This is an optimization exercise on Yosys and OpenROAD, whose aim is small area, a short achievable clock period and few clock cycles per item, not a production implementation.
RTL that was checked went through simulation tests only; none was proved equivalent to the original.
No functional check of the RTL was part of runs 2 to 7.

`flow/run.sh`:
```
#!/bin/bash
# synth_recipe.tcl (not shown) runs the flow's synth.tcl, then flattens the netlist and writes it again
# the make line also repeats each setting of config.mk as NAME=value (left out here)
make -C /OpenROAD-flow-scripts/flow DESIGN_CONFIG=/design/flow/config.mk WORK_HOME=/design/flow/orfs CLKGATE_MAP_FILE= SYNTH_SCRIPT=/design/flow/synth_recipe.tcl finish
```
`flow/config.mk`:
```
export PLATFORM = sky130hd
export DESIGN_NAME = division_float_32
export DESIGN_NICKNAME = division_float_32
export VERILOG_FILES = /design/flow/design.v
export SDC_FILE = /design/flow/constraint.sdc
export NUM_CORES = 4
export LEC_CHECK = 0
export CAP_MARGIN = 20
export CORE_MARGIN = 2
export CORE_UTILIZATION = 40
export SLEW_MARGIN = 20
```
`flow/constraint.sdc`:
```
create_clock -name core_clock -period 5.5 [get_ports {clock}]
set_input_delay 1.1000 -clock core_clock [delete_from_list [all_inputs] [get_ports {clock}]]
set_output_delay 1.1000 -clock core_clock [all_outputs]
set_load 0.01 [all_outputs]
```
`flow/design.v`:
```
`timescale 1ns / 1ps
module division_float_32(clock, start, operand1, operand2, result, finish, illegal);
	input clock;  
	input start;  
	input [31:0] operand1, operand2;  
	output reg [31:0] result;  
	output reg finish;  
	output illegal;  
	reg [7:0] exponent;
	reg [23:0] significand1, significand2;
	reg [95:0] temp_operand1, temp_operand2;  
	reg [95:0] sub_result;
	reg [5:0] step;  
	always @(posedge clock) begin  
		if(start) begin
			significand1 = {1'b1, operand1[22:0]};
			significand2 = {1'b1, operand2[22:0]};
			temp_operand1 = {significand1, 24'b0};  
			temp_operand2 = {significand2, 48'b0};  
			finish = 0;
			step = 0;
		end
		if(step == 48) begin  
			sub_result = temp_operand1;  
			exponent = 127 + operand1[30:23] - operand2[30:23];
			if(sub_result[72:48] * 2 > significand2) begin
				sub_result = sub_result + 1;
			end
			if(sub_result[24]) begin
				result[22:0] = sub_result[23:1];
			end else begin
				exponent = exponent - 1;
				result[22:0] = sub_result[22:0];
			end
			if((127 + operand1[30:23]) < operand2[30:23]) begin
				exponent = 0;
			end
			result[31] = operand1[31] ^ operand2[31];
			result[30:23] = exponent;
			if(operand1 == 0) result = 0;
			finish = 1;
		end else begin  
			temp_operand1 = temp_operand1 << 1;  
			if (temp_operand1 >= temp_operand2) temp_operand1 = temp_operand1 - temp_operand2 + 1;
			step = step + 1;  
		end
	end
	assign illegal = (operand2 == 0) ? 1 : 0;  
endmodule
```
==> results of run 1 <==
## metal layers
layer,GRT usage [%],vias to the layer above,part of all wire [%]
met3,2.038,82,4.5
met1,30.37,8950,46
met5,0,-,0
li1,-,9466,-
met2,38.72,440,47
met4,5.889,0,2.4
## cell type report
class	count	area, µm²	area share, %
Clock inverter	12	130.1	0.5449
Multi-Input combinational cell	2041	13940	58.37
Sequential cell	254	5405	22.63
Inverter	264	996.0	4.171
Clock buffer	45	872.1	3.652
Tap cell	680	850.8	3.563
Timing Repair Buffer	182	1687	7.063
## critical path: stages
cell	delay, ns
buf_4	0.21
inv_4	0.12
buf_12	0.23
nand2_1	0.11
ha_1	0.34
ha_1	0.18
inv_1	0.06
fa_1	0.38
nor2b_1	0.20
o21bai_1	0.15
a31o_1	0.27
a211oi_2	0.32
o21ai_2	0.16
o41ai_1	0.48
buf_4	0.20
a21o_1	0.27
a21o_1	0.22
a21oi_1	0.12
mux2i_1	0.14
nor3_1	0.17
## flip-flops by register name (all words and copies together) (netlist names)
register and flops:
finish 1, result 32, significand2 24, step 6
temp_operand1 95, temp_operand2 96
## stage by stage
step,setup WS [ns],cell area [µm²]
floorplan,0.1248,20770
global placement,0.1046,22880
detailed placement,0.07370,22880
CTS,0.6683,23880
global route,0.2668,23880
finish,0.5647,23880
## final timing paths
check                      end  slack (ns)  cells after the start
max          temp_operand1[82]        0.56                     20
max reg2reg  temp_operand1[82]        1.23                     17
min reg2reg   significand2[23]        0.43                      1
min           significand2[23]        0.43                      1
## cells by family (layout without fill, tap and decap cells)
family	count (synthesis)	in the layout	synth area share, %
AOI/OAI and AO/OA	688	688	20.96
xor gates and xnor gates	132	132	5.692
adders and majority gates	254	254	16.59
buffers and inverters	363	503	6.951
DFF	254	254	26.02
muxes	52	52	2.596
and+or+nand+nor	915	915	21.19
## cells in the final DEF, fill, tap and decap left out, types with 52 or more instances in the layout
master / Yosys / final
dfxtp_1: 222 / 222
buf_4: 7 / 78
a21oi_1: 215 / 215
ha_1: 217 / 217
clkdlybuf4s50_1: 0 / 98
xor2_1: 56 / 56
nor2_1: 217 / 217
nor2b_1: 94 / 94
nand2_1: 312 / 312
inv_1: 260 / 260
xnor2_1: 74 / 74
nand3_1: 53 / 52
o21ai_0: 141 / 141
==> summary.txt, run 1 <==
- Die H: ~230 µm
- Worst Path Class, Setup: input port to flop
- Synth Flop Type: dfxtp_1
- Syn Inst Count: 2658
- Non-filler cells in the finished layout: 3478
- Area grow syn2layout: 14.97%
- Critical Path Start Type: input port
- Largest area contributor in the netlist: dfxtp_1
- Reg clk slew, reported paths: ~0.06 ns
- Yosys warnings: 1
- Worst Setup End Kind: flop
- Core area: 51300 µm²
- CP arrival: 5.45 ns
- Post-DP HPWL: ~49000 µm
- First-pass GRT wire length: between 90000 and 100000 µm
- Req. time, crit path: between 6 and 7 ns
- Syn nets: between 2k and 3k
- Dpl cells: 3421
- Total number of vias: between 15k and 20k
- Final hold violation count: 0
- Post-CTS setup buffer count: 0
- Routed Antenna Nets: 0
- H-tree levels: 1
- Mean Syn Cell Area: around 7.8 µm²
- Final setup fails: 0
- Cts hold-fix bufs: 0
- Worst r2r src: temp_operand1[1]
- Crit share post-route: 89.73%
- Worst Setup SP: start
- Vias in the first global route: between 15k and 20k
- Vias/cell: 5.445
- CTS tree: built
- Drt drc: 0
- Starting density of the core: 40.49%
- Total negative slack: 0 ns
- Row count: just over 80
- Total gr overflow: 0
- Chip width: between 200 and 250 µm
- Most common cell in the netlist: nand2_1
- CTS sink count: 254
- Clk latency of the worst-skew pair: 0.60 ns
- Synth cell count leaders: nand2_1 (312), inv_1 (260), dfxtp_1 (222)
- DRT iter0 DRCs: roughly 1.2k
- Ant diodes: 0
- Synthesized area: roughly 21000 µm²
- Routed Wire Length: approximately 61000 µm
- Clock Tree Root: clkbuf_16
- Layout Nets: between 3k and 4k
- Final GP Congestion: 0.9430
- Post-Route Utilization: a little under half
- Critical path fanouts, max: between 40 and 50
- All-Layer GR Usage: a little under a quarter
- Largest net degree at the start of global routing: slightly above 60
- Fill cell count: between 5k and 6k
- Post-synth EDFFs: 32
- Min Tclk post-route: roughly 4.9 ns
- Worst-margin pin slew: 0.7642 ns
- Post_cts resized: 0
- Share of cells above drive strength 1: 7.005%
- Synth async-reset ratio: 0%
- Min-delay src: significand2[23]
- Worst min path class: flop to flop
- Max cap viols: 0
- Antenna violations before repair: 0
- RSZ-0062 raised after global routing: no
- Min Hold Slack: 0.4277 ns
- Synth top area share: a little over a fifth
- Io pins: 100
- Slew Viols, Final: 0
- WL/cell: ~18 µm
- Sequential-to-total area share from yosys stat: about a quarter
- Layout Skew: 0.02481 ns
- Port Buffers: between 90 and 100
- Drt first pass iters: 5
- Seq cells post-synth: roughly 250
- CTS Buf Count: 31
- Clk buf depth: 3
- Distinct cells, synth: roughly 100
- Die area: about 54000 µm²
- Slew headroom: 49.06%
- Area contributors post-synth: dfxtp_1 (21%), ha_1 (13%), nand2_1 (5.6%)
- Status: finished clean
- Fmax: approximately 200 MHz
Testbench counts, summed over its fixed seeds: cycles 100,352, items 2,048.
==> run 2, diff against run 1 <==
==> flow/design.v (replaced) <==
module division_float_32(clock, start, operand1, operand2, result, finish, illegal);
	input clock;
	input start;
	input [31:0] operand1, operand2;
	output [31:0] result;
	output finish;
	output illegal;
	wire [23:0] m1 = {1'b1, operand1[22:0]};
	wire [23:0] m2 = {1'b1, operand2[22:0]};
	reg  [25:0] d3;
	reg  [7:0]  exp_r;
	reg         unf_r, zero_r, sign_r;
	always @(posedge clock) begin
		d3     <= {1'b0, m2, 1'b0} + {2'b0, m2};
		exp_r  <= 8'd127 + operand1[30:23] - operand2[30:23];
		unf_r  <= ({1'b0, operand1[30:23]} + 9'd127) < {1'b0, operand2[30:23]};
		zero_r <= (operand1 == 32'd0);
		sign_r <= operand1[31] ^ operand2[31];
	end
	reg  [25:1] x;
	reg  [26:0] q;
	wire done = q[26];
	wire [26:0] c1 = {1'b0, x, 1'b0} - {3'b0, m2};
	wire [26:0] c2 = {1'b0, x, 1'b0} - {2'b0, m2, 1'b0};
	wire [26:0] c3 = {1'b0, x, 1'b0} - {1'b0, d3};
	wire ge1 = ~c1[26];
	wire ge2 = ~c2[26];
	wire ge3 = ~c3[26];
	wire [1:0] dig = ge3 ? 2'd3 : ge2 ? 2'd2 : ge1 ? 2'd1 : 2'd0;
	wire [23:0] w = ge3 ? c3[23:0] : ge2 ? c2[23:0] : ge1 ? c1[23:0] : {x[23:1], 1'b0};
	always @(posedge clock) begin
		if (start) begin
			x <= {1'b0, m1};
			q <= 27'd1;
		end else if (!done) begin
			x <= {w, 1'b0};
			q <= {q[24:0], dig};
		end
	end
	wire [24:0] Q = q[25:1];
	wire rnd = q[0] & (x[25:2] != 24'd0);
	wire [25:0] Qr = {1'b0, Q} + rnd;
	wire [22:0] frac = Qr[24] ? Qr[23:1] : Qr[22:0];
	wire [7:0] expo = unf_r ? 8'd0 : (Qr[24] ? exp_r : exp_r - 8'd1);
	assign result = zero_r ? 32'd0 : {sign_r, expo, frac};
	assign finish = done;
	assign illegal = (operand2 == 32'd0);
endmodule
==> run 2 against run 1 <==
  * First-iteration DRC count shrank 43%
  * Still clean on timing, DRC and antenna
  * Via count shrank 53%
  * Core utilization grew 1.9 points
  * Sequential share of layout area shrank 4.9 points
  * Fmax shrank 6.8%
  * Global-route usage is essentially flat
  * Routed wire length shrank 55%
  * Die area shrank 53%
==> summary.txt, run 2 <==
- Chip width: 158.6 µm (was 231.9 µm)
- Critical Path Start Type: flop (was input port)
- Synth cell count leaders: nor2_1 (130), ha_1 (129), a21oi_1 (90) (was nand2_1 (312), inv_1 (260), dfxtp_1 (222))
- Area contributors post-synth: ha_1 (17%), dfxtp_1 (14%), edfxtp_1 (7.2%) (was dfxtp_1 (21%), ha_1 (13%), nand2_1 (5.6%))
- H-tree levels: 3 (was 1)
- Port Buffers: 99 (unchanged)
- Layout Nets: 1510 (was 3093)
- Post-DP HPWL: 22590 µm (was 48790 µm)
- Slew headroom: 37.52% (was 49.06%)
- Vias/cell: 5.472 (was 5.445)
- DRT iter0 DRCs: 704 (was 1226)
- Die H: 158.6 µm (was 231.9 µm)
- Area grow syn2layout: 18.84% (was 14.97%)
- Multi-input logic area: 7113 µm² (was 13940 µm²)
- Largest area contributor in the netlist: ha_1 (was dfxtp_1)
- Most common cell in the netlist: nor2_1 (was nand2_1)
- Min Tclk post-route: 5.298 ns (was 4.935 ns)
- Cts hold-fix bufs: 0 (unchanged)
- Min Hold Slack: 0.5264 ns (was 0.4277 ns)
- All-Layer GR Usage: 22.60% (was 22.59%)
- Critical path fanouts, max: 5 (was 42)
- Drt first pass iters: 5 (unchanged)
- Reg2reg setup slack: 1.42 ns (was 1.23 ns)
- Vias in the first global route: 8612 (was 18.75k)
- Post-synth EDFFs: 23 (was 32)
- FF/Latch Area: 2012 µm² (was 5405 µm²)
- Reg2reg end: x[15] (was temp_operand1[82])
- Clk buf depth: 2 (was 3)
- Largest register FFs: 27 (was 96)
- Core area: 23470 µm² (was 51300 µm²)
- Status: finished clean (unchanged)
- Synthesized area: 9565 µm² (was 20770 µm²)
- Final GP Congestion: 0.9354 (was 0.9430)
- Yosys warnings: 1 (unchanged)
- Worst-margin pin slew: 0.9337 ns (was 0.7642 ns)
- Mean Syn Cell Area: 7.932 µm² (was 7.815 µm²)
- Syn Inst Count: 1206 (was 2658)
- Reg clk slew, reported paths: 0.07 ns (was 0.06 ns)
- Worst min path class: flop to flop (unchanged)
- Clock Tree Root: clkbuf_16 (unchanged)
- Slew Viols, Final: 0 (unchanged)
- Layout Skew: 0.01408 ns (was 0.02481 ns)
- Clk latency of the worst-skew pair: 0.36 ns (was 0.60 ns)
- WL/cell: 16.93 µm (was 17.57 µm)
- Worst r2r src: x[4] (was temp_operand1[1])
- Starting density of the core: 40.75% (was 40.49%)
- Synth top area share: 16.87% (was 21.40%)
- Total gr overflow: 0 (unchanged)
- Distinct cells, synth: 68 (was 102)
- Drt drc: 0 (unchanged)
- Synth async-reset ratio: 0% (unchanged)
- Worst Path Class, Setup: flop to primary output (was input port to flop)
- Commonest non-fill, non-tap cells in the layout: nor2_1 (129), ha_1 (129), clkdlybuf4s50_1 (98), a21oi_1 (90), inv_1 (84) (was nand2_1 (312), inv_1 (260), dfxtp_1 (222), nor2_1 (217), ha_1 (217))
- Seq cells post-synth: 89 (was 254)
- Final setup fails: 0 (unchanged)
- CTS sink count: 89 (was 254)
- Routed Wire Length: 27660 µm (was 61120 µm)
- Worst Setup End Kind: primary output (was flop)
- Largest net degree at the start of global routing: 69 (was 62)
- Routed Antenna Nets: 0 (unchanged)
- RSZ-0062 raised after global routing: yes (was no)
- WHS Endpoint: q[1] (was significand2[23])
- Die area: 25170 µm² (was 53770 µm²)
- Antenna violations before repair: 1 (was 0)
- CP arrival: 4.20 ns (was 5.45 ns)
- Hold Path Stages: 2 (was 1)
- First-pass GRT wire length: 44280 µm (was 98940 µm)
- Max cap viols: 0 (unchanged)
- CTS tree: built (unchanged)
- Share of cells above drive strength 1: 5.247% (was 7.005%)
- Row count: 56 (was 83)
- Post-Route Utilization: 48.43% (was 46.55%)
- Final hold violation count: 0 (unchanged)
- Fill cell count: 2356 (was 5106)
- Min-delay src: q[1] (was significand2[23])
- Crit share post-route: 96.33% (was 89.73%)
- Synth Flop Type: dfxtp_1 (unchanged)
- Syn nets: 1406 (was 2977)
- Total number of vias: 8941 (was 18.94k)
- R2R cell count: 11 (was 17)
- Req. time, crit path: 4.40 ns (was 6.01 ns)
- Sequential-to-total area share from yosys stat: 21.03% (was 26.02%)
- Ant diodes: 0 (unchanged)
- Fmax: 188.7 MHz (was 202.6 MHz)
- Io pins: 100 (unchanged)
- CTS Buf Count: 9 (was 31)
run 2: cell count changes after synthesis, sizes merged, moves of 26 or more:
| cell | previous run | this run |
|---|---|---|
| nand2 | 313 | 72 |
| nand4 | 44 | 13 |
| a21oi | 216 | 90 |
| dfxtp | 222 | 66 |
| inv | 264 | 84 |
| a21boi | 53 | 7 |
| nor2 | 219 | 130 |
| clkbuf | 61 | 27 |
| ha | 217 | 129 |
| fa | 36 | 5 |
| o21ai | 182 | 79 |
| nand3 | 53 | 26 |
| buf | 38 | 12 |
| nor2b | 97 | 18 |
run 2: how the worst max path moves through the flow:
stage,startpoint,end,cells past startpoint
4_1_cts,x[18],result[30],16
6_report,x[18],result[30],16
3_3_place_gp,x[18],result[30],16
5_1_grt,x[18],result[18],17
2_1_floorplan,x[23],result[21],13
3_5_place_dp,x[2],result[30],15
run 2: cell families (layout without fill, tap and decap cells):
kind of cell               Yosys count  count (layout)  synth area share [%]
and+or+nand+nor                    371             371                 18.73
buffers and inverters              123             232                 5.258
DFF                                 89              89                 21.03
muxes                               32              32                 3.362
AOI/OAI and AO/OA                  343             343                 23.26
adders and majority gates          134             134                 17.92
xor gates and xnor gates           114             114                 10.44
run 2: cell type report:
type | instances | share of cell area (%)
Sequential cell | 89 | 17.70
Inverter | 84 | 2.774
Tap cell | 319 | 3.511
Clock inverter | 4 | 0.2311
Multi-Input combinational cell | 994 | 62.58
Clock buffer | 12 | 2.356
Timing Repair Buffer | 132 | 10.85
run 2: per-layer routing:
| metal | part of all wire [%] | track usage, % | vias up |
|---|---|---|---|
| li1 | - | - | 4569 |
| met1 | 49 | 31.74 | 4126 |
| met2 | 44 | 36.40 | 218 |
| met3 | 5.2 | 2.177 | 28 |
| met4 | 2.0 | 7.336 | 0 |
| met5 | 0 | 0 | - |
run 2: timing repair:
action / in CTS / in global routing
setup endpoints to repair: 3 / 20
resized for setup: 4 / 5
pin swaps: 0 / 2
buffers inserted: 0 / 7
run 2: stage by stage:
stage | setup WS (ns) | TNS [ns] | instance area, µm² | cells
floorplan | 1.203 | 0 | 9565 | 1206
global placement | 0.3341 | 0 | 10970 | 1611
detailed placement | 0.2741 | 0 | 10970 | 1611
CTS | 0.07169 | 0 | 11290 | 1627
global route | -0.04704 | -0.08390 | 11370 | 1634
finish | 0.2019 | 0 | 11370 | 1634
run 2: worst max-delay path: stages, from the launching register on:
cell and delay [ns]:
edfxtp_1 0.48, nor4_2 0.30, buf_4 0.16, nand4_1 0.12, o21a_1 0.24, ha_1 0.22
ha_1 0.23, nand4_1 0.20, nor3_4 0.07, nand4_1 0.20, nor2_4 0.08, xor2_2 0.15
or4_1 0.50, nor3_2 0.21, xnor2_1 0.08, nor2_1 0.08, clkdlybuf4s50_1 0.53
==> run 3, diff against run 2 <==
==> flow/design.v (replaced) <==
module division_float_32(clock, start, operand1, operand2, result, finish, illegal);
	input clock;
	input start;
	input [31:0] operand1, operand2;
	output [31:0] result;
	output finish;
	output illegal;
	wire [23:0] m1 = {1'b1, operand1[22:0]};
	wire [23:0] m2 = {1'b1, operand2[22:0]};
	reg  [23:0] d1;
	reg  [25:0] d3;
	reg  [7:0]  exp_r;
	reg         unf_r, zero_r, sign_r;
	always @(posedge clock) begin
		d1     <= m2;
		d3     <= {1'b0, m2, 1'b0} + {2'b0, m2};
		exp_r  <= 8'd127 + operand1[30:23] - operand2[30:23];
		unf_r  <= ({1'b0, operand1[30:23]} + 9'd127) < {1'b0, operand2[30:23]};
		zero_r <= (operand1 == 32'd0);
		sign_r <= operand1[31] ^ operand2[31];
	end
	function automatic [25:0] digit(input [25:0] X, input [23:0] d, input [25:0] t);
		reg [26:0] c1, c2, c3;
		begin
			c1 = {1'b0, X} - {3'b0, d};
			c2 = {1'b0, X} - {2'b0, d, 1'b0};
			c3 = {1'b0, X} - {1'b0, t};
			if (!c3[26])      digit = {2'd3, c3[23:0]};
			else if (!c2[26]) digit = {2'd2, c2[23:0]};
			else if (!c1[26]) digit = {2'd1, c1[23:0]};
			else              digit = {2'd0, X[23:0]};
		end
	endfunction
	reg  [25:1] x;
	reg  [28:0] q;
	wire done = q[28];
	wire [25:0] s1 = digit({x, 1'b0}, d1, d3);
	wire [25:0] s2 = digit({s1[23:0], 2'b0}, d1, d3);
	always @(posedge clock) begin
		if (start) begin
			x <= {1'b0, m1};
			q <= 29'd1;
		end else if (!done) begin
			x <= {s2[23:0], 1'b0};
			q <= {q[24:0], s1[25:24], s2[25:24]};
		end
	end
	wire [24:0] Q = q[27:3];
	wire rnd = q[2] & ((q[1:0] != 2'd0) | (x[25:2] != 24'd0));
	wire [25:0] Qr = {1'b0, Q} + rnd;
	wire [22:0] frac = Qr[24] ? Qr[23:1] : Qr[22:0];
	wire [7:0] expo = unf_r ? 8'd0 : (Qr[24] ? exp_r : exp_r - 8'd1);
	assign result = zero_r ? 32'd0 : {sign_r, expo, frac};
	assign finish = done;
	assign illegal = (operand2 == 32'd0);
endmodule
==> run 3 against run 2 <==
  * The layout now fails its checks (negative setup slack)
  * Non-clock buffer count is 462 higher
  * Global-route usage up 6.0 points
  * Sequential cell count increased by 24
  * Critical path type is now flop to flop
  * Count of clock-buffer cells in the layout rose by 9
  * Critical endpoint is now x[11]
==> summary.txt, run 3 <==
- First-pass GRT wire length: 81450 µm (was 44280 µm)
- Reg2reg end: x[11] (was x[15])
- Antenna violations before repair: 1 (unchanged)
- Area grow syn2layout: 51.06% (was 18.84%)
- Crit path to: x[11] (was result[30])
- Layout Skew: 0.008048 ns (was 0.01408 ns)
- Reg2reg setup slack: -0.22 ns (was 1.42 ns)
- Post-DP HPWL: 43560 µm (was 22590 µm)
- Core area: 35400 µm² (was 23470 µm²)
- Slew headroom: 44.86% (was 37.52%)
- Layout Nets: 2672 (was 1510)
- Largest area contributor in the netlist: ha_1 (unchanged)
- Commonest non-fill, non-tap cells in the layout: buf_4 (450), ha_1 (175), nor2_1 (150), nand2_1 (140), a21oi_1 (124) (was nor2_1 (129), ha_1 (129), clkdlybuf4s50_1 (98), a21oi_1 (90), inv_1 (84))
- R2R cell count: 23 (was 11)
- Share of cells above drive strength 1: 31.62% (was 5.247%)
- Yosys warnings: 1 (unchanged)
- Worst Path Class, Setup: flop to flop (was flop to primary output)
- Reg clk slew, reported paths: 0.06 ns (was 0.07 ns)
- Clock Tree Root: clkbuf_16 (unchanged)
- Mean Syn Cell Area: 7.776 µm² (was 7.932 µm²)
- Largest register FFs: 29 (was 27)
- Routed Antenna Nets: 0 (unchanged)
- Final setup fails: 25 (was 0)
- Ant diodes: 0 (unchanged)
- Most common library cell in the layout ignoring fill and taps: buf_4
- Non-filler cells in the finished layout: 2877 (was 1634)
- Final GP Congestion: 0.9923 (was 0.9354)
- Most common cell in the netlist: ha_1 (was nor2_1)
- Drt drc: 0 (unchanged)
- Worst min path class: flop to flop (unchanged)
- Chip width: 193.2 µm (was 158.6 µm)
- WL/cell: 19.18 µm (was 16.93 µm)
- Sequential-to-total area share from yosys stat: 17.41% (was 21.03%)
- Clk latency of the worst-skew pair: 0.43 ns (was 0.36 ns)
- Die area: 37320 µm² (was 25170 µm²)
- Cts hold-fix bufs: 0 (unchanged)
- Worst r2r src: x[4] (unchanged)
- Synth async-reset ratio: 0% (unchanged)
- Fill cell count: 3070 (was 2356)
- Critical path fanouts, max: 8 (was 5)
- Synth top area share: 17.30% (was 16.87%)
- Seq cells post-synth: 113 (was 89)
- Io pins: 100 (unchanged)
- Die H: 193.2 µm (was 158.6 µm)
- Syn Inst Count: 1841 (was 1206)
- Worst-margin pin slew: 0.8260 ns (was 0.9337 ns)
- Req. time, crit path: 5.65 ns (was 4.40 ns)
- Status: complete, but fails checks (was finished clean)
- Min Hold Slack: 0.5424 ns (was 0.5264 ns)
- Post-synth EDFFs: 23 (unchanged)
- Largest net degree at the start of global routing: 44 (was 69)
- Vias in the first global route: 15.03k (was 8612)
- Distinct cells, synth: 99 (was 68)
- Worst Setup SP: x[4] (was x[18])
- Crit share post-route: 103.9% (was 96.33%)
- Area contributors post-synth: ha_1 (17%), dfxtp_1 (13%), xnor2_1 (5.9%) (was ha_1 (17%), dfxtp_1 (14%), edfxtp_1 (7.2%))
- Final hold violation count: 0 (unchanged)
- Slew Viols, Final: 0 (unchanged)
- Total number of vias: 16.14k (was 8941)
- All-Layer GR Usage: 28.64% (was 22.60%)
- Drt first pass iters: 5 (unchanged)
- Port Buffers: 99 (unchanged)
- Fmax: 175.0 MHz (was 188.7 MHz)
- Synth Flop Type: dfxtp_1 (unchanged)
- Synth cell count leaders: ha_1 (198), nor2_1 (164), a21oi_1 (155) (was nor2_1 (130), ha_1 (129), a21oi_1 (90))
- SO Faults: negative setup slack
- Vias/cell: 5.609 (was 5.472)
- CTS Buf Count: 17 (was 9)
- Row count: 69 (was 56)
- Min Tclk post-route: 5.715 ns (was 5.298 ns)
- H-tree levels: 4 (was 3)
- Synthesized area: 14320 µm² (was 9565 µm²)
- Routed Wire Length: 55180 µm (was 27660 µm)
- Total gr overflow: 0 (unchanged)
- Critical Path Start Type: flop (unchanged)
- DP Worst Slack: -0.7948 ns (was 0.2741 ns)
- Starting density of the core: 40.45% (was 40.75%)
- Syn nets: 2110 (was 1406)
- Worst Setup End Kind: flop (was primary output)
- DRT iter0 DRCs: 1139 (was 704)
- Clk buf depth: 2 (unchanged)
- RSZ-0062 raised after global routing: yes (unchanged)
- CTS tree: built (unchanged)
- Dpl cells: 2765 (was 1611)
- Total negative slack: -2.881 ns (was 0 ns)
- Max cap viols: 0 (unchanged)
- CP arrival: 5.87 ns (was 4.20 ns)
- Setup ws final: -0.2152 ns (was 0.2019 ns)
- CTS sink count: 113 (was 89)
-- run 3: cell types whose count changed after synthesis, sizes merged, moves of 29 or more --
cell / delta
a21o: +29
a21oi: +66
ha: +69
inv: +40
nand2: +70
nor2: +38
o21ai: +39
-- run 3: metal layers --
metal / part of all wire (%) / up-vias / global-route usage (%) / wire (µm)
met3: 6.7 / 75 / 3.511 / 3690
met4: 2.6 / 0 / 8.217 / 1442
li1: - / 7861 / - / -
met1: 47 / 7689 / 41.31 / 25840
met2: 44 / 512 / 44.60 / 24210
met5: 0 / - / 0 / 0
-- run 3: timing repair --
action,CTS,global route
cloned,2,4
pin swaps,64,94
resized for setup,154,195
setup endpoints to repair,49,57
buffers inserted,44,32
-- run 3: worst max-delay path: stages, from the launching register on --
cell      delay (ns)
edfxtp_1        0.50
buf_6           0.17
ha_1            0.29
o21a_1          0.13
o31a_1          0.19
o41a_1          0.28
o21ai_4         0.12
a21oi_4         0.28
buf_6           0.19
mux2i_4         0.26
o21ai_4         0.12
ha_4            0.18
or3_4           0.33
or3_4           0.34
o2111a_2        0.28
o31ai_2         0.21
nand2b_1        0.11
a41o_1          0.25
a21o_4          0.24
a31oi_4         0.25
buf_12          0.18
o41ai_4         0.09
a31oi_1         0.27
o21ai_1         0.17
-- run 3: through the flow --
stage                     cell area (µm²)  util, %
after global placement              18840    53.22
after floorplan                     14350        -
after detailed placement            18840    53.22
after global routing                21630    61.10
final                               21630    61.10
after CTS                           20460    57.79
-- run 3: layout make-up --
type                    instances  area [µm²]  share of cell area, %
flip-flops and latches        113        2499                  11.55
multi-input cells            1553       12420                  57.42
inverters                     124       467.9                  2.164
repair buffers                594        5057                  23.39
clock buffers                  21       483.0                  2.233
clock inverters                11       123.9                 0.5728
well taps                     461       576.8                  2.667
-- run 3: cell families after synthesis --
| logic type | count (synthesis) | synth area share (%) |
|---|---|---|
| buf+inv | 175 | 4.999 |
| mux | 52 | 3.662 |
| simple gates | 565 | 19.24 |
| xor+xnor | 162 | 9.911 |
| flops | 113 | 17.41 |
| fa+ha+maj | 203 | 18.00 |
| compound gates | 571 | 26.78 |
-- run 3: worst min path at each step --
stage	slack, ns	to	cells after the start	from
3_3_place_gp	0.50	q[3]	2	q[3]
6_report	0.54	q[7]	2	q[3]
2_1_floorplan	0.47	q[1]	2	q[1]
3_5_place_dp	0.53	q[7]	2	q[3]
4_1_cts	0.54	q[7]	2	q[3]
5_1_grt	0.58	q[23]	2	q[23]
==> run 4, diff against run 3 <==
==> flow/design.v (replaced) <==
module division_float_32(clock, start, operand1, operand2, result, finish, illegal);
	input clock;
	input start;
	input [31:0] operand1, operand2;
	output [31:0] result;
	output finish;
	output illegal;
	wire [23:0] m1 = {1'b1, operand1[22:0]};
	wire [23:0] m2 = {1'b1, operand2[22:0]};
	wire        big = operand1[22:0] >= operand2[22:0];    
	wire [23:0] m2d = m2 - 24'd1;                          
	reg  [7:0]  exp_r;
	reg         zero_r, sign_r;
	reg  [22:0] d;
	always @(posedge clock) begin
		d <= operand2[22:0];
		exp_r  <= (({1'b0, operand1[30:23]} + 9'd127) < {1'b0, operand2[30:23]} || operand1 == 32'd0) ? 8'd0 :
		          operand1[30:23] + ~operand2[30:23] + 8'd127 + {7'd0, big};
		zero_r <= (operand1 == 32'd0);
		sign_r <= (operand1[31] ^ operand2[31]) & (operand1 != 32'd0);
	end
	function automatic [25:0] step(input [24:0] r, input [22:0] dd, input inj);
		reg [25:0] c;
		begin
			c = {1'b0, r} - {2'b01, dd};
			step = c[25] ? {1'b0, r[23:0], inj} : {1'b1, c[23:0], inj};
		end
	endfunction
	reg  [24:0] r;       
	reg  [22:0] L;       
	reg  [3:0]  cnt;
	wire done = (cnt == 4'd12);
	wire [25:0] s0 = step(r, d, L[22]);
	wire [25:0] s1 = step(s0[24:0], d, L[21]);
	always @(posedge clock) begin
		if (start)
			r <= big ? {1'b0, m1} : {m1, 1'b0};
		else
			r <= s1[24:0];
		if (start) begin
			L   <= big ? {1'b0, m2d[23:2]} : m2d[23:1];
			cnt <= 4'd0;
		end else if (!done) begin
			L   <= {L[20:0], s0[25], s1[25]};
			cnt <= cnt + 4'd1;
		end
	end
	assign result = {sign_r, exp_r, L & {23{~zero_r}}};
	assign finish = done;
	assign illegal = (operand2 == 32'd0);
endmodule
--- a/flow/config.mk
+++ b/flow/config.mk
@@ -8,4 +8,5 @@
 export CAP_MARGIN = 20
 export CORE_MARGIN = 2
 export CORE_UTILIZATION = 40
+export SETUP_SLACK_MARGIN = 1.5
 export SLEW_MARGIN = 20
==> run 4 against run 3 <==
  * Now clean on timing, DRC and antenna
  * Core utilization fell by 4.4 points
  * Area after synthesis fell by 44%
  * Fmax rose by 24%
  * First-iteration DRC count fell by 60%
  * Non-clock buffer count fell by 419
  * Critical path depth fell by 2
  * Critical path type unchanged
==> summary.txt, run 4 <==
- Total number of vias: 7608 (was 16.14k)
- RSZ-0062 raised after global routing: yes (unchanged)
- Synthesized area: 8056 µm² (was 14320 µm²)
- Largest area contributor in the netlist: dfxtp_1 (was ha_1)
- Max cap viols: 0 (unchanged)
- First-pass GRT wire length: 39300 µm (was 81450 µm)
- Slew headroom: 34.48% (was 44.86%)
- Vias/cell: 5.517 (was 5.609)
- Dpl cell area: 9452 µm² (was 18840 µm²)
- CTS Buf Count: 9 (was 17)
- Layout Nets: 1272 (was 2672)
- Worst-margin pin slew: 0.9804 ns (was 0.8260 ns)
- Drt first pass iters: 5 (unchanged)
- Die H: 145.9 µm (was 193.2 µm)
- Distinct cells, synth: 74 (was 99)
- Non-filler cells in the finished layout: 1379 (was 2877)
- Routed Antenna Nets: 0 (unchanged)
- Area grow syn2layout: 37.88% (was 51.06%)
- Synth async-reset ratio: 0% (unchanged)
- Final setup fails: 0 (was 25)
- Hold Path Stages: 1 (was 2)
- Chip width: 145.9 µm (was 193.2 µm)
- H-tree levels: 3 (was 4)
- Final hold violation count: 0 (unchanged)
- Total negative slack: 0 ns (was -2.881 ns)
- Reg clk slew, reported paths: 0.07 ns (was 0.06 ns)
- Row count: 51 (was 69)
- Worst Setup End Kind: flop (unchanged)
- Routed Wire Length: 25280 µm (was 55180 µm)
- Clk buf depth: 2 (unchanged)
- Yosys warnings: 1 (unchanged)
- Dpl cells: 1295 (was 2765)
- DRT iter0 DRCs: 453 (was 1139)
- All-Layer GR Usage: 23.08% (was 28.64%)
- Slew Viols, Final: 0 (unchanged)
- CTS sink count: 85 (was 113)
- Critical path fanouts, max: 8 (unchanged)
- Area contributors post-synth: dfxtp_1 (15%), ha_1 (15%), mux2i_1 (9.1%) (was ha_1 (17%), dfxtp_1 (13%), xnor2_1 (5.9%))
- Setup ws final: 0.8948 ns (was -0.2152 ns)
- Req. time, crit path: 5.71 ns (was 5.65 ns)
- Mean Syn Cell Area: 8.489 µm² (was 7.776 µm²)
- Post-Route Utilization: 56.70% (was 61.10%)
- Vias in the first global route: 7397 (was 15.03k)
- Crit share post-route: 83.73% (was 103.9%)
- Post-synth EDFFs: 23 (unchanged)
- Port Buffers: 99 (unchanged)
- WL/cell: 18.33 µm (was 19.18 µm)
- Most common library cell in the layout ignoring fill and taps: inv_1 (was buf_4)
- Seq cells post-synth: 85 (was 113)
- Total gr overflow: 0 (unchanged)
- CTS tree: built (unchanged)
- Die area: 21290 µm² (was 37320 µm²)
- Worst min path class: flop to flop (unchanged)
- DP Worst Slack: 0.4052 ns (was -0.7948 ns)
- Drt drc: 0 (unchanged)
- Worst Path Class, Setup: flop to flop (unchanged)
- Critical Path Start Type: flop (unchanged)
- Status: finished clean (was complete, but fails checks)
- Core area: 19590 µm² (was 35400 µm²)
- Starting density of the core: 41.13% (was 40.45%)
- Sequential-to-total area share from yosys stat: 23.98% (was 17.41%)
- Most common cell in the netlist: inv_1 (was ha_1)
- Post-DP HPWL: 17730 µm (was 43560 µm)
- Largest register FFs: 25 (was 29)
- Syn nets: 1113 (was 2110)
- Largest net degree at the start of global routing: 65 (was 44)
- Layout Skew: 0.006390 ns (was 0.008048 ns)
- Synth cell count leaders: inv_1 (98), ha_1 (95), nor2_1 (77) (was ha_1 (198), nor2_1 (164), a21oi_1 (155))
- Cts hold-fix bufs: 0 (unchanged)
- Syn Inst Count: 949 (was 1841)
- Final GP Congestion: 0.8695 (was 0.9923)
- Fmax: 217.1 MHz (was 175.0 MHz)
- Io pins: 100 (unchanged)
- Clk latency of the worst-skew pair: 0.36 ns (was 0.43 ns)
- Finished Cell Area: 11110 µm² (was 21630 µm²)
- Clock Tree Root: clkbuf_16 (unchanged)
- Min Tclk post-route: 4.605 ns (was 5.715 ns)
- Synth Flop Type: dfxtp_1 (unchanged)
- Synth top area share: 15.41% (was 17.30%)
- R2R cell count: 21 (was 23)
- Antenna violations before repair: 1 (unchanged)
- Commonest non-fill, non-tap cells in the layout: inv_1 (83), nor2_1 (70), mux2i_1 (70), buf_4 (62) (was buf_4 (450), ha_1 (175), nor2_1 (150), nand2_1 (140), a21oi_1 (124))
- Share of cells above drive strength 1: 26.24% (was 31.62%)
- CP arrival: 4.82 ns (was 5.87 ns)
run 4: repair_timing:
| action | CTS | global route |
|---|---|---|
| endpoints found under the setup margin | 54 | 30 |
| pin swaps | 45 | 51 |
| cloned | 3 | 0 |
| gates resized for setup | 171 | 121 |
| setup buffers | 49 | 15 |
run 4: final timing paths:
path,slack (ns),end,from
worst max register to register,0.89,r[13],d[8]
worst min-delay path,0.51,cnt[3],cnt[3]
worst min register to register,0.51,cnt[3],cnt[3]
worst max-delay path,0.89,r[13],d[8]
run 4: metal layers:
| metal | wire length (µm) | GRT usage [%] |
|---|---|---|
| met3 | 1182 | 2.853 |
| met5 | 0 | 0 |
| met4 | 907 | 9.706 |
| met2 | 11310 | 36.84 |
| met1 | 11870 | 31.47 |
run 4: cells by family after synthesis:
kind of cell | Yosys count | synth area share, %
and+or+nand+nor | 261 | 16.38
buffers and inverters | 125 | 6.305
DFF | 85 | 23.98
adders and majority gates | 98 | 15.50
muxes | 100 | 12.87
AOI/OAI and AO/OA | 213 | 17.58
xor gates and xnor gates | 67 | 7.377
run 4: critical path: stages (launching register included):
cell       delay (ns)
dfxtp_2          0.32
inv_2            0.09
ha_4             0.21
a21o_1           0.20
a21o_1           0.22
a221oi_2         0.29
nand2_2          0.10
a221o_2          0.45
buf_6            0.15
mux2_4           0.31
ha_4             0.24
a21o_1           0.20
a31o_2           0.26
a22oi_2          0.18
nand3b_1         0.12
o221ai_2         0.18
o2bb2ai_2        0.15
o21a_4           0.21
buf_12           0.13
buf_16           0.14
mux2i_2          0.21
mux2i_1          0.09
run 4: final cells by class:
class / count / area, µm²
antenna: 1 / 2.502
fill: 1755 / 8482
inverter: 98 / 367.9
timing repair buffer: 175 / 1609
sequential: 85 / 1939
tap: 265 / 331.6
multi-input combinational: 739 / 6566
clock inverter: 6 / 62.56
clock buffer: 10 / 229.0
run 4: stage by stage:
stage          hold slack (ns)
3_5_place_dp            0.4900
6_report                0.5065
4_1_cts                 0.5026
2_1_floorplan           0.4606
5_1_grt                 0.5203
3_3_place_gp            0.4937
==> run 5, diff against run 4 <==
--- a/flow/config.mk
+++ b/flow/config.mk
@@ -8,5 +8,4 @@
 export CAP_MARGIN = 20
 export CORE_MARGIN = 2
 export CORE_UTILIZATION = 40
-export SETUP_SLACK_MARGIN = 1.5
 export SLEW_MARGIN = 20
==> run 5 against run 4 <==
  * Sequential cell count unchanged
  * First-iteration DRC count fell by 17%
==> summary.txt, run 5 <==
- Drt drc: 0 (unchanged)
- Slew headroom: 32.15% (was 34.48%)
- Io pins: 100 (unchanged)
- Synth Flop Type: dfxtp_1 (unchanged)
- DRT iter0 DRCs: 374 (was 453)
- Worst-margin pin slew: 1.015 ns (was 0.9804 ns)
- R2R cell count: 20 (was 21)
- Min Tclk post-route: 5.123 ns (was 4.605 ns)
- First-pass GRT wire length: 36270 µm (was 39300 µm)
- FF/Latch Area: 1932 µm² (was 1939 µm²)
- Synth top area share: 15.41% (unchanged)
- Die area: 21290 µm² (unchanged)
- Crit-path cells: ha_1, inv_1, fa_1, a21o_1, a22oi_1, o211ai_1, or2_2, a21oi_1, xor2_1, a21oi_1, ha_2, and4_1, and2_1, nand3_1, a21oi_2, o221ai_1, o2bb2ai_1, o21a_4, buf_12, a311o_1 (was inv_2, ha_4, a21o_1, a21o_1, a221oi_2, nand2_2, a221o_2, buf_6, mux2_4, ha_4, a21o_1, a31o_2, a22oi_2, nand3b_1, o221ai_2, o2bb2ai_2, o21a_4, buf_12, buf_16, mux2i_2, mux2i_1)
- Final GP Congestion: 0.9167 (was 0.8695)
- Layout Nets: 1211 (was 1272)
- Sequential-to-total area share from yosys stat: 23.98% (unchanged)
- Largest area contributor in the netlist: dfxtp_1 (unchanged)
- Drt first pass iters: 5 (unchanged)
- Reg2reg end: r[4] (was r[13])
- RSZ-0062 raised after global routing: no (was yes)
- Vias/cell: 5.362 (was 5.517)
- Status: finished clean (unchanged)
- Synthesized area: 8056 µm² (unchanged)
- Chip width: 145.9 µm (unchanged)
- Yosys warnings: 1 (unchanged)
- Max cap viols: 0 (unchanged)
- Core area: 19590 µm² (unchanged)
- Total negative slack: 0 ns (unchanged)
- Clk latency of the worst-skew pair: 0.35 ns (was 0.36 ns)
- Seq cells post-synth: 85 (unchanged)
- Antenna violations before repair: 0 (was 1)
- Largest register FFs: 25 (unchanged)
- Starting density of the core: 41.13% (unchanged)
- H-tree levels: 3 (unchanged)
- Setup ws final: 0.3775 ns (was 0.8948 ns)
- Routed Wire Length: 22300 µm (was 25280 µm)
- Reg clk slew, reported paths: 0.06 ns (was 0.07 ns)
- Row count: 51 (unchanged)
- Syn nets: 1113 (unchanged)
- CTS sink count: 85 (unchanged)
- Clock Tree Root: clkbuf_16 (unchanged)
- CP arrival: 5.36 ns (was 4.82 ns)
- Layout Skew: 0.006542 ns (was 0.006390 ns)
- Post-DP HPWL: 17960 µm (was 17730 µm)
- Crit path top cell by count: a21oi_1 (was a21o_1)
- Post-synth EDFFs: 23 (unchanged)
- Synth cell count leaders: inv_1 (98), ha_1 (95), nor2_1 (77) (unchanged)
- Clk buf depth: 2 (unchanged)
- Total gr overflow: 0 (unchanged)
- Slew Viols, Final: 0 (unchanged)
- Mean Syn Cell Area: 8.489 µm² (unchanged)
- DP Worst Slack: 0.2446 ns (was 0.4052 ns)
- Critical Path Start Type: flop (unchanged)
- Largest net degree at the start of global routing: 65 (unchanged)
- Total number of vias: 7062 (was 7608)
- Share of cells above drive strength 1: 7.129% (was 26.24%)
- Ant diodes: 0 (was 1)
- Die H: 145.9 µm (unchanged)
- Req. time, crit path: 5.74 ns (was 5.71 ns)
- Syn Inst Count: 949 (unchanged)
- Vias in the first global route: 6879 (was 7397)
- Worst min path class: flop to flop (unchanged)
- Crit share post-route: 93.14% (was 83.73%)
- Worst Setup End Kind: flop (unchanged)
- Fill cell count: 1916 (was 1755)
- Worst Path Class, Setup: flop to flop (unchanged)
- Final setup fails: 0 (unchanged)
- Peak per-stage delay on the critical path: 0.45 ns (about the same)
- Worst r2r src: d[0] (was d[8])
- Final hold violation count: 0 (unchanged)
- WL/cell: 16.94 µm (was 18.33 µm)
- Routed Antenna Nets: 0 (unchanged)
- Critical path fanouts, max: 16 (was 8)
- Distinct cells, synth: 74 (unchanged)
- Fmax: 195.2 MHz (was 217.1 MHz)
- Most common cell in the netlist: inv_1 (unchanged)
- Port Buffers: 99 (unchanged)
- CP max-delay cell: ha_2 (was a221o_2)
- Reg2reg setup slack: 0.38 ns (was 0.89 ns)
- Worst Setup SP: d[0] (was d[8])
- Area contributors post-synth: dfxtp_1 (15%), ha_1 (15%), mux2i_1 (9.1%) (unchanged)
- CTS tree: built (unchanged)
- CTS Buf Count: 9 (unchanged)
- Multi-input logic area: 5670 µm² (was 6566 µm²)
- Synth async-reset ratio: 0% (unchanged)
- Area grow syn2layout: 20.64% (was 37.88%)
- Crit path to: r[4] (was r[13])
- All-Layer GR Usage: 21.18% (was 23.08%)
- Commonest non-fill, non-tap cells in the layout: inv_1 (98), clkdlybuf4s50_1 (98), ha_1 (94), nor2_1 (76), mux2i_1 (73) (was inv_1 (83), nor2_1 (70), mux2i_1 (70), buf_4 (62))
- Hold Path Stages: 1 (unchanged)
run 5: cell counts after synthesis:
Identical to the previous run, type by type.
run 5: worst min path at each step:
stage / start / to / slack [ns]
detailed placement: cnt[3] / cnt[3] / 0.49
floorplan: cnt[3] / cnt[3] / 0.46
global placement: cnt[3] / cnt[3] / 0.49
global route: cnt[3] / cnt[3] / 0.55
finish: cnt[3] / cnt[3] / 0.51
CTS: cnt[3] / cnt[3] / 0.50
run 5: what timing repair did:
action / in CTS / in global routing
buffers inserted: 0 / 0
endpoints found under the hold margin: 0 / 0
resized for setup: 0 / 8
setup endpoints to repair: 0 / 23
hold buffers: 0 / 0
run 5: critical path, delay by kind of cell (launching register included):
kind,cells,cell delay [ns]
AO/OA/AOI/OAI,10,2.28
adder cells (fa/ha/maj),3,1.03
AND/OR/NAND/NOR,4,0.90
flip-flops,1,0.36
buffers and inverters,2,0.22
XOR/XNOR,1,0.21
run 5: per-layer routing:
metal	GRT usage, %	vias up	wire length [µm]
li1	-	3628	-
met1	30.36	3245	11040
met2	32.71	162	9691
met3	2.633	27	1124
met4	7.451	0	450
met5	0	-	0
run 5: cell type report:
type / instances / area share (%)
tap: 265 / 3.411
timing repair buffer: 114 / 11.56
clock inverter: 4 / 0.4892
clock buffer: 12 / 2.536
multi-input combinational: 739 / 58.34
inverter: 98 / 3.785
sequential: 85 / 19.88
run 5: cells by family after synthesis:
logic type | count (synthesis) | synth area share [%]
and+or+nand+nor | 261 | 16.38
adders and majority gates | 98 | 15.50
muxes | 100 | 12.87
xor gates and xnor gates | 67 | 7.377
DFF | 85 | 23.98
buffers and inverters | 125 | 6.305
AOI/OAI and AO/OA | 213 | 17.58
run 5: metrics by stage:
step | hold WS, ns | instances | util [%] | cell area, µm²
after global placement | 0.4883 | 1301 | 47.93 | 9390
after global routing | 0.5508 | 1317 | 49.61 | 9719
after CTS | 0.5042 | 1317 | 49.43 | 9684
after detailed placement | 0.4885 | 1301 | 47.93 | 9390
final | 0.5068 | 1317 | 49.61 | 9719
after floorplan | 0.4606 | 949 | - | 8056
==> run 6, diff against run 5 <==
--- a/flow/config.mk
+++ b/flow/config.mk
@@ -7,5 +7,5 @@
 export LEC_CHECK = 0
 export CAP_MARGIN = 20
 export CORE_MARGIN = 2
-export CORE_UTILIZATION = 40
+export CORE_UTILIZATION = 70
 export SLEW_MARGIN = 20
==> run 6 against run 5 <==
  * Sequential cell count did not move
  * Via count rose by 5.5%
  * Synthesized cell count did not move
  * Global-route usage rose by 13 points
  * Critical path depth rose by 1
==> summary.txt, run 6 <==
- Port Buffers: 99 (unchanged)
- Clk latency of the worst-skew pair: 0.35 ns (about the same)
- CTS sink count: 85 (unchanged)
- Slew Viols, Final: 0 (unchanged)
- Critical Path Start Type: flop (unchanged)
- Synth Area in Compound Gates: 17.58% (unchanged)
- WL/cell: 17.93 µm (was 16.94 µm)
- Worst Path Class, Setup: flop to flop (unchanged)
- Largest area contributor in the netlist: dfxtp_1 (unchanged)
- Worst r2r src: d[0] (unchanged)
- Fmax: 194.6 MHz (was 195.2 MHz)
- Total negative slack: 0 ns (unchanged)
- Share of cells above drive strength 1: 6.489% (was 7.129%)
- Min Tclk post-route: 5.138 ns (was 5.123 ns)
- Layout Nets: 1207 (was 1211)
- Area grow syn2layout: 17.61% (was 20.64%)
- Cts hold-fix bufs: 0 (unchanged)
- Routed Wire Length: 21350 µm (was 22300 µm)
- Final hold violation count: 0 (unchanged)
- R2R cell count: 21 (was 20)
- Worst min path class: flop to flop (unchanged)
- Drt first pass iters: 6 (was 5)
- Fill cell count: 725 (was 1916)
- Yosys warnings: 1 (unchanged)
- Largest family of logic cells by synthesized area: compound AO/OA/AOI/OAI gates (unchanged)
- Slew headroom: 35.30% (was 32.15%)
- Reg2reg setup slack: 0.36 ns (was 0.38 ns)
- Chip width: 111.3 µm (was 145.9 µm)
- Simple-Gate Fraction of Synth Area: 16.38% (unchanged)
- Commonest non-fill, non-tap cells in the layout: inv_1 (98), clkdlybuf4s50_1 (98), ha_1 (95), nor2_1 (77), mux2i_1 (73) (was inv_1 (98), clkdlybuf4s50_1 (98), ha_1 (94), nor2_1 (76), mux2i_1 (73))
- Synth async-reset ratio: 0% (unchanged)
- Seq cells post-synth: 85 (unchanged)
- Syn nets: 1113 (unchanged)
- RSZ-0062 raised after global routing: no (unchanged)
- Synthesized-area fraction occupied by adder cells: 15.50% (unchanged)
- Drt drc: 0 (unchanged)
- Mux contribution to synthesized area: 12.87% (unchanged)
- Req. time, crit path: 5.70 ns (was 5.74 ns)
- Synthesized area: 8056 µm² (unchanged)
- CTS tree: built (unchanged)
- Ant diodes: 0 (unchanged)
- Sequential-to-total area share from yosys stat: 23.98% (unchanged)
- Total gr overflow: 0 (unchanged)
- DRT iter0 DRCs: 523 (was 374)
- H-tree levels: 3 (unchanged)
- Min-delay src: cnt[3] (unchanged)
- Antenna violations before repair: 0 (unchanged)
- Routed Antenna Nets: 0 (unchanged)
- Setup ws final: 0.3615 ns (was 0.3775 ns)
- Synth Flop Type: dfxtp_1 (unchanged)
- Row count: 39 (was 51)
- WHS Endpoint: cnt[3] (unchanged)
- Largest net degree at the start of global routing: 65 (unchanged)
- Min Hold Slack: 0.5077 ns (was 0.5068 ns)
- Post-DP HPWL: 16720 µm (was 17960 µm)
- Layout Skew: 0.008978 ns (was 0.006542 ns)
- Post-synth EDFFs: 23 (unchanged)
- CP arrival: 5.34 ns (was 5.36 ns)
- DP Worst Slack: 0.2067 ns (was 0.2446 ns)
- Clock Tree Root: clkbuf_16 (unchanged)
- Vias/cell: 6.253 (was 5.362)
- Largest register FFs: 25 (unchanged)
- Status: finished clean (unchanged)
- Crit share post-route: 93.43% (was 93.14%)
- XOR/XNOR share of the synthesized area: 7.377% (unchanged)
- Reg2reg end: r[5] (was r[4])
- Max cap viols: 0 (unchanged)
- Io pins: 100 (unchanged)
- Syn Inst Count: 949 (unchanged)
- Synth top area share: 15.41% (unchanged)
- Final setup fails: 0 (unchanged)
- Vias in the first global route: 7203 (was 6879)
- Final GP Congestion: 0.9432 (was 0.9167)
- Die area: 12380 µm² (was 21290 µm²)
- Worst Setup End Kind: flop (unchanged)
- Critical path fanouts, max: 23 (was 16)
- CTS Buf Count: 9 (unchanged)
- Hold Path Stages: 1 (unchanged)
- Starting density of the core: 71.16% (was 41.13%)
- Distinct cells, synth: 74 (unchanged)
- Core area: 11320 µm² (was 19590 µm²)
- Clk buf depth: 2 (unchanged)
- Die H: 111.3 µm (was 145.9 µm)
- Reg clk slew, reported paths: 0.07 ns (was 0.06 ns)
- Most common cell in the netlist: inv_1 (unchanged)
- Area contributors post-synth: dfxtp_1 (15%), ha_1 (15%), mux2i_1 (9.1%) (unchanged)
- Total number of vias: 7447 (was 7062)
- All-Layer GR Usage: 34.21% (was 21.18%)
- Worst-margin pin slew: 0.9682 ns (was 1.015 ns)
- Mean Syn Cell Area: 8.489 µm² (unchanged)
- Synth cell count leaders: inv_1 (98), ha_1 (95), nor2_1 (77) (unchanged)
- First-pass GRT wire length: 34490 µm (was 36270 µm)
==> run 6: logic make-up (layout without fill, tap and decap cells) <==
group / after synthesis / after routing
adder cells (fa/ha/maj): 98 / 98
AO/OA/AOI/OAI: 213 / 213
AND/OR/NAND/NOR: 261 / 261
XOR/XNOR: 67 / 67
buffers and inverters: 125 / 224
flip-flops: 85 / 85
multiplexers: 100 / 100
==> run 6: metal layers <==
layer | up-vias | part of all wire (%) | GRT usage, % | wire [µm]
li1 | 3614 | - | - | -
met1 | 3489 | 43 | 44.54 | 9236
met2 | 284 | 47 | 56.75 | 9958
met3 | 60 | 6.6 | 5.631 | 1410
met4 | 0 | 3.5 | 13.66 | 744
met5 | - | 0 | 0 | 0
==> run 6: final cells by class <==
class                   count  area (µm²)  share of cell area (%)
multi-input cells         739        5640                   59.53
clock buffers               9       225.2                   2.377
well taps                 143       178.9                   1.888
clock inverters             7       50.05                  0.5282
flip-flops and latches     85        1932                   20.39
inverters                  98       367.9                   3.882
repair buffers            110        1081                   11.41
==> run 6: worst max path at each step <==
stage / startpoint / to / slack (ns) / depth (start not counted)
2_1_floorplan: d[4] / r[4] / 0.87 / 23
3_3_place_gp: d[4] / r[4] / 0.39 / 19
3_5_place_dp: d[4] / r[5] / 0.21 / 19
4_1_cts: d[4] / r[5] / 0.20 / 19
5_1_grt: d[0] / r[4] / 0.09 / 21
6_report: d[0] / r[5] / 0.36 / 21
==> run 6: repair_timing <==
item | CTS | global route
buffers inserted | 0 | 1
endpoints found under the setup margin | 0 | 18
resized for setup | 0 | 2
==> run 6: stage by stage <==
step / area [µm²] / std cells / util, %
detailed placement: 9188 / 1174 / 81.16
CTS: 9463 / 1190 / 83.59
finish: 9475 / 1191 / 83.70
global placement: 9188 / 1174 / 81.16
floorplan: 8056 / 949 / -
global route: 9475 / 1191 / 83.70
==> run 6: worst max-delay path: stages, from the launching register on <==
cell,delay (ns)
dfxtp_1,0.36
ha_1,0.18
inv_1,0.05
fa_1,0.40
a21o_1,0.21
a22oi_1,0.18
o211ai_1,0.18
o41ai_1,0.59
nor4b_1,0.13
a311oi_1,0.26
mux2_2,0.24
ha_1,0.28
and3_1,0.26
and2_1,0.19
a22oi_1,0.22
nand3b_1,0.11
o221ai_1,0.21
o2bb2ai_1,0.20
o21a_2,0.20
buf_12,0.19
mux2i_1,0.24
mux2i_1,0.10
==> run 7, diff against run 6 <==
--- a/flow/design.v
+++ b/flow/design.v
@@ -8,7 +8,6 @@
 	wire [23:0] m1 = {1'b1, operand1[22:0]};
 	wire [23:0] m2 = {1'b1, operand2[22:0]};
 	wire        big = operand1[22:0] >= operand2[22:0];    
-	wire [23:0] m2d = m2 - 24'd1;                          
 	reg  [7:0]  exp_r;
 	reg         zero_r, sign_r;
 	reg  [22:0] d;
@@ -28,21 +27,20 @@
 	endfunction
 	reg  [24:0] r;       
 	reg  [22:0] L;       
-	reg  [3:0]  cnt;
-	wire done = (cnt == 4'd12);
+	reg  [4:0]  cnt;
+	wire done = (cnt == 5'd24);
 	wire [25:0] s0 = step(r, d, L[22]);
-	wire [25:0] s1 = step(s0[24:0], d, L[21]);
 	always @(posedge clock) begin
 		if (start)
 			r <= big ? {1'b0, m1} : {m1, 1'b0};
 		else
-			r <= s1[24:0];
+			r <= s0[24:0];
 		if (start) begin
-			L   <= big ? {1'b0, m2d[23:2]} : m2d[23:1];
-			cnt <= 4'd0;
+			L   <= big ? {1'b0, m2[23:2]} : m2[23:1];
+			cnt <= 5'd0;
 		end else if (!done) begin
-			L   <= {L[20:0], s0[25], s1[25]};
-			cnt <= cnt + 4'd1;
+			L   <= {L[21:0], s0[25]};
+			cnt <= cnt + 5'd1;
 		end
 	end
 	assign result = {sign_r, exp_r, L & {23{~zero_r}}};
==> run 7 against run 6 <==
  * Worst setup slack improved by 0.66 ns
  * Cell area shrank 22%
  * Clock skew grew 0.0053 ns
  * Register-to-register slack improved by 1.7 ns
  * Sequential share of layout area is 6.0 points higher
  * Fmax up 15%
  * Core utilization rose by 1.9 points
  * Worst hold slack better by 0.014 ns
  * Final cell count shrank 23%
  * Sequential cell count is 1 higher
==> summary.txt, run 7 <==
- Row count: 34 (was 39)
- Most common cell in the netlist: inv_1 (unchanged)
- Min-delay src: cnt[1] (was cnt[3])
- CP arrival: 4.71 ns (was 5.34 ns)
- Largest net degree at the start of global routing: 93 (was 65)
- Post_cts resized: 0 (unchanged)
- WL/cell: 18.52 µm (was 17.93 µm)
- Synth top area share: 20.41% (was 15.41%)
- Reg2reg setup slack: 2.10 ns (was 0.36 ns)
- Crit share post-route: 81.41% (was 93.43%)
- Io pins: 100 (unchanged)
- Syn nets: 852 (was 1113)
- WHS Endpoint: cnt[1] (was cnt[3])
- Hold Path Stages: 2 (was 1)
- Worst Setup End Kind: flop (unchanged)
- Max cap viols: 0 (unchanged)
- Sequential-to-total area share from yosys stat: 31.59% (was 23.98%)
- Share of cells above drive strength 1: 3.598% (was 6.489%)
- Critical path fanouts, max: 5 (was 23)
- Fill cell count: 481 (was 725)
- Reg clk slew, reported paths: 0.09 ns (was 0.07 ns)
- H-tree levels: 3 (unchanged)
- Req. time, crit path: 5.73 ns (was 5.70 ns)
- Total number of vias: 5650 (was 7447)
- Reg2reg end: r[4] (was r[5])
- Fmax: 223.3 MHz (was 194.6 MHz)
- Seq cells post-synth: 86 (was 85)
- CTS sink count: 86 (was 85)
- Commonest non-fill, non-tap cells in the layout: clkdlybuf4s50_1 (98), inv_1 (87), a21oi_1 (75), ha_1 (71), nor2_1 (64) (was inv_1 (98), clkdlybuf4s50_1 (98), ha_1 (95), nor2_1 (77), mux2i_1 (73))
- Dpl cells: 898 (was 1174)
- Worst Path Class, Setup: input port to flop (was flop to flop)
- Final hold violation count: 0 (unchanged)
- Total gr overflow: 0 (unchanged)
- Core area: 8636 µm² (was 11320 µm²)
- Most common library cell in the layout ignoring fill and taps: clkdlybuf4s50_1
- Non-filler cells in the finished layout: 914 (was 1191)
- Vias/cell: 6.182 (was 6.253)
- Worst r2r src: d[1] (was d[0])
- Routed Antenna Nets: 0 (unchanged)
- Final GP Congestion: 0.9376 (was 0.9432)
- Clk buf depth: 2 (unchanged)
- Post-synth EDFFs: 23 (unchanged)
- Layout Nets: 940 (was 1207)
- Total negative slack: 0 ns (unchanged)
- Post-DP HPWL: 12840 µm (was 16720 µm)
- Cts hold-fix bufs: 0 (unchanged)
- Port Buffers: 99 (unchanged)
- Synth cell count leaders: inv_1 (87), a21oi_1 (75), ha_1 (71) (was inv_1 (98), ha_1 (95), nor2_1 (77))
- Synth async-reset ratio: 0% (unchanged)
- Area contributors post-synth: dfxtp_1 (20%), ha_1 (14%), edfxtp_1 (11%) (was dfxtp_1 (15%), ha_1 (15%), mux2i_1 (9.1%))
- Starting density of the core: 71.54% (was 71.16%)
- Worst-margin pin slew: 0.9462 ns (was 0.9682 ns)
- Post-CTS setup buffer count: 0 (unchanged)
- Min Tclk post-route: 4.477 ns (was 5.138 ns)
- Distinct cells, synth: 56 (was 74)
- RSZ-0062 raised after global routing: no (unchanged)
- Synthesized area: 6178 µm² (was 8056 µm²)
- Final setup fails: 0 (unchanged)
- Worst min path class: flop to flop (unchanged)
- CTS Buf Count: 9 (unchanged)
- Slew headroom: 36.77% (was 35.30%)
- Critical Path Start Type: input port (was flop)
- Largest register FFs: 25 (unchanged)
- Drt drc: 0 (unchanged)
- Layout Skew: 0.01427 ns (was 0.008978 ns)
- Area grow syn2layout: 19.64% (was 17.61%)
- Drt first pass iters: 8 (was 6)
- Antenna violations before repair: 0 (unchanged)
- Clock Tree Root: clkbuf_8 (was clkbuf_16)
- Die area: 9594 µm² (was 12380 µm²)
- Die H: 97.95 µm (was 111.3 µm)
- Syn Inst Count: 713 (was 949)
- Yosys warnings: 1 (unchanged)
- Mean Syn Cell Area: 8.665 µm² (was 8.489 µm²)
- Status: finished clean (unchanged)
- Largest area contributor in the netlist: dfxtp_1 (unchanged)
- DRT iter0 DRCs: 388 (was 523)
- CTS tree: built (unchanged)
- All-Layer GR Usage: 35.56% (was 34.21%)
- Routed Wire Length: 16930 µm (was 21350 µm)
- R2R cell count: 11 (was 21)
- Clk latency of the worst-skew pair: 0.36 ns (was 0.35 ns)
- Slew Viols, Final: 0 (unchanged)
- First-pass GRT wire length: 27570 µm (was 34490 µm)
- Synth Flop Type: dfxtp_1 (unchanged)
- Chip width: 97.95 µm (was 111.3 µm)
- Ant diodes: 0 (unchanged)
- Vias in the first global route: 5567 (was 7203)
==> run 7: cell types whose count changed in the layout (fill, tap and decap cells not counted), moves of 10 or more <==
cell,delta
nor2_1,-13
ha_1,-24
inv_1,-11
mux2_2,-22
mux2i_1,-22
xnor2_1,-29
nor3_1,-21
o21ai_0,-13
nand3_1,-10
a211oi_1,+13
nand2_1,-17
==> run 7: cell type report <==
type                    instances  area, µm²  share of cell area, %
flip-flops and latches         86       1952                  26.40
inverters                      88      330.3                  4.469
well taps                     108      135.1                  1.828
multi-input cells             514       3749                  50.71
repair buffers                102       1008                  13.64
clock inverters                 6      90.09                  1.219
clock buffers                  10      127.6                  1.726
==> run 7: layer usage <==
layer	vias to the layer above	wire length (µm)	GRT usage (%)
met4	0	770	17.74
met3	56	1144	4.796
met5	-	0	0
li1	2681	-	-
met1	2634	6866	46.06
met2	279	8145	58.48
==> run 7: logic make-up after synthesis <==
group           Yosys count  share of synthesized area, %
compound gates          183                         18.69
xor+xnor                 33                         4.678
mux                      51                         8.262
fa+ha+maj                73                         15.03
flops                    86                         31.59
buf+inv                 113                         7.756
simple gates            174                         13.99
==> run 7: worst max path at each step <==
stage	start	to	slack, ns	cells past startpoint
floorplan	operand2[4]	exp_r[6]	1.23	18
global placement	operand2[4]	exp_r[6]	0.81	17
detailed placement	operand2[4]	exp_r[6]	0.70	17
CTS	operand2[4]	exp_r[6]	1.05	17
global route	operand2[4]	exp_r[6]	0.77	17
finish	operand2[4]	exp_r[6]	1.02	17
==> run 7: worst max-delay path, stage by stage <==
cell and delay [ns]:
clkdlybuf4s50_1 0.57, inv_1 0.07, ha_1 0.29, a21o_1 0.16, a211oi_1 0.24, o21ai_1 0.12, a221oi_2 0.22, o21ai_1 0.10
a211o_2 0.31, ha_1 0.22, fa_1 0.41, a21o_1 0.17, a21o_1 0.19, a21o_1 0.17, a21oi_1 0.16, xor2_1 0.17
nor2_1 0.05
==> run 7: through the flow <==
| stage | utilization [%] | hold slack, ns | instance area (µm²) | setup WS, ns |
|---|---|---|---|---|
| after floorplan | - | 0.4618 | 6178 | 1.231 |
| after global placement | 83.08 | 0.4737 | 7174 | 0.8098 |
| after detailed placement | 83.08 | 0.5086 | 7174 | 0.7018 |
| after CTS | 85.60 | 0.5235 | 7392 | 1.047 |
| after global routing | 85.60 | 0.5545 | 7392 | 0.7726 |
| final | 85.60 | 0.5217 | 7392 | 1.023 |

what the ideal ports hide:
Ports are ideal in the flow. The routed layouts listed here were re-timed in OpenROAD. Step 1 assumes that a clkbuf_16 drives the clock port and a buf_2 every other input. Step 2 times the ports against the registers' clock, not the clock port: input delays grow and output delays shrink by t, the midpoint of the rising clock arrivals with the driver on. Three values: ideal ports, drivers, drivers and shift; two values: the first two.
run | t, ns | setup WS [ns] | hold slack, ns | slew at the worst register clock pin (ns)
run 1 | 0.645 | 0.565 / 0.598 / -0.046 | 0.428 / 0.428 / 0.428 | 0.07 / 0.07
run 2 | 0.401 | 0.202 / 0.154 / 0.312 | 0.526 / 0.526 / 0.526 | 0.07 / 0.07
run 3 | 0.480 | -0.215 / -0.215 / -0.215 | 0.542 / 0.542 / 0.542 | 0.06 / 0.06
run 4 | 0.398 | 0.895 / 0.895 / 0.895 | 0.507 / 0.507 / 0.507 | 0.07 / 0.07
run 5 | 0.392 | 0.377 / 0.377 / 0.377 | 0.507 / 0.507 / 0.507 | 0.07 / 0.07
run 6 | 0.384 | 0.362 / 0.362 / 0.238 | 0.508 / 0.508 / 0.508 | 0.07 / 0.07
run 7 | 0.382 | 1.023 / 1.008 / 0.626 | 0.522 / 0.522 / 0.522 | 0.09 / 0.09
With both steps, setup timing fails in run 1, where it was met with ideal ports. For run 1, which loses most, drivers alone change the setup slack by +0.033 ns; drivers and shift together by -0.611 ns.
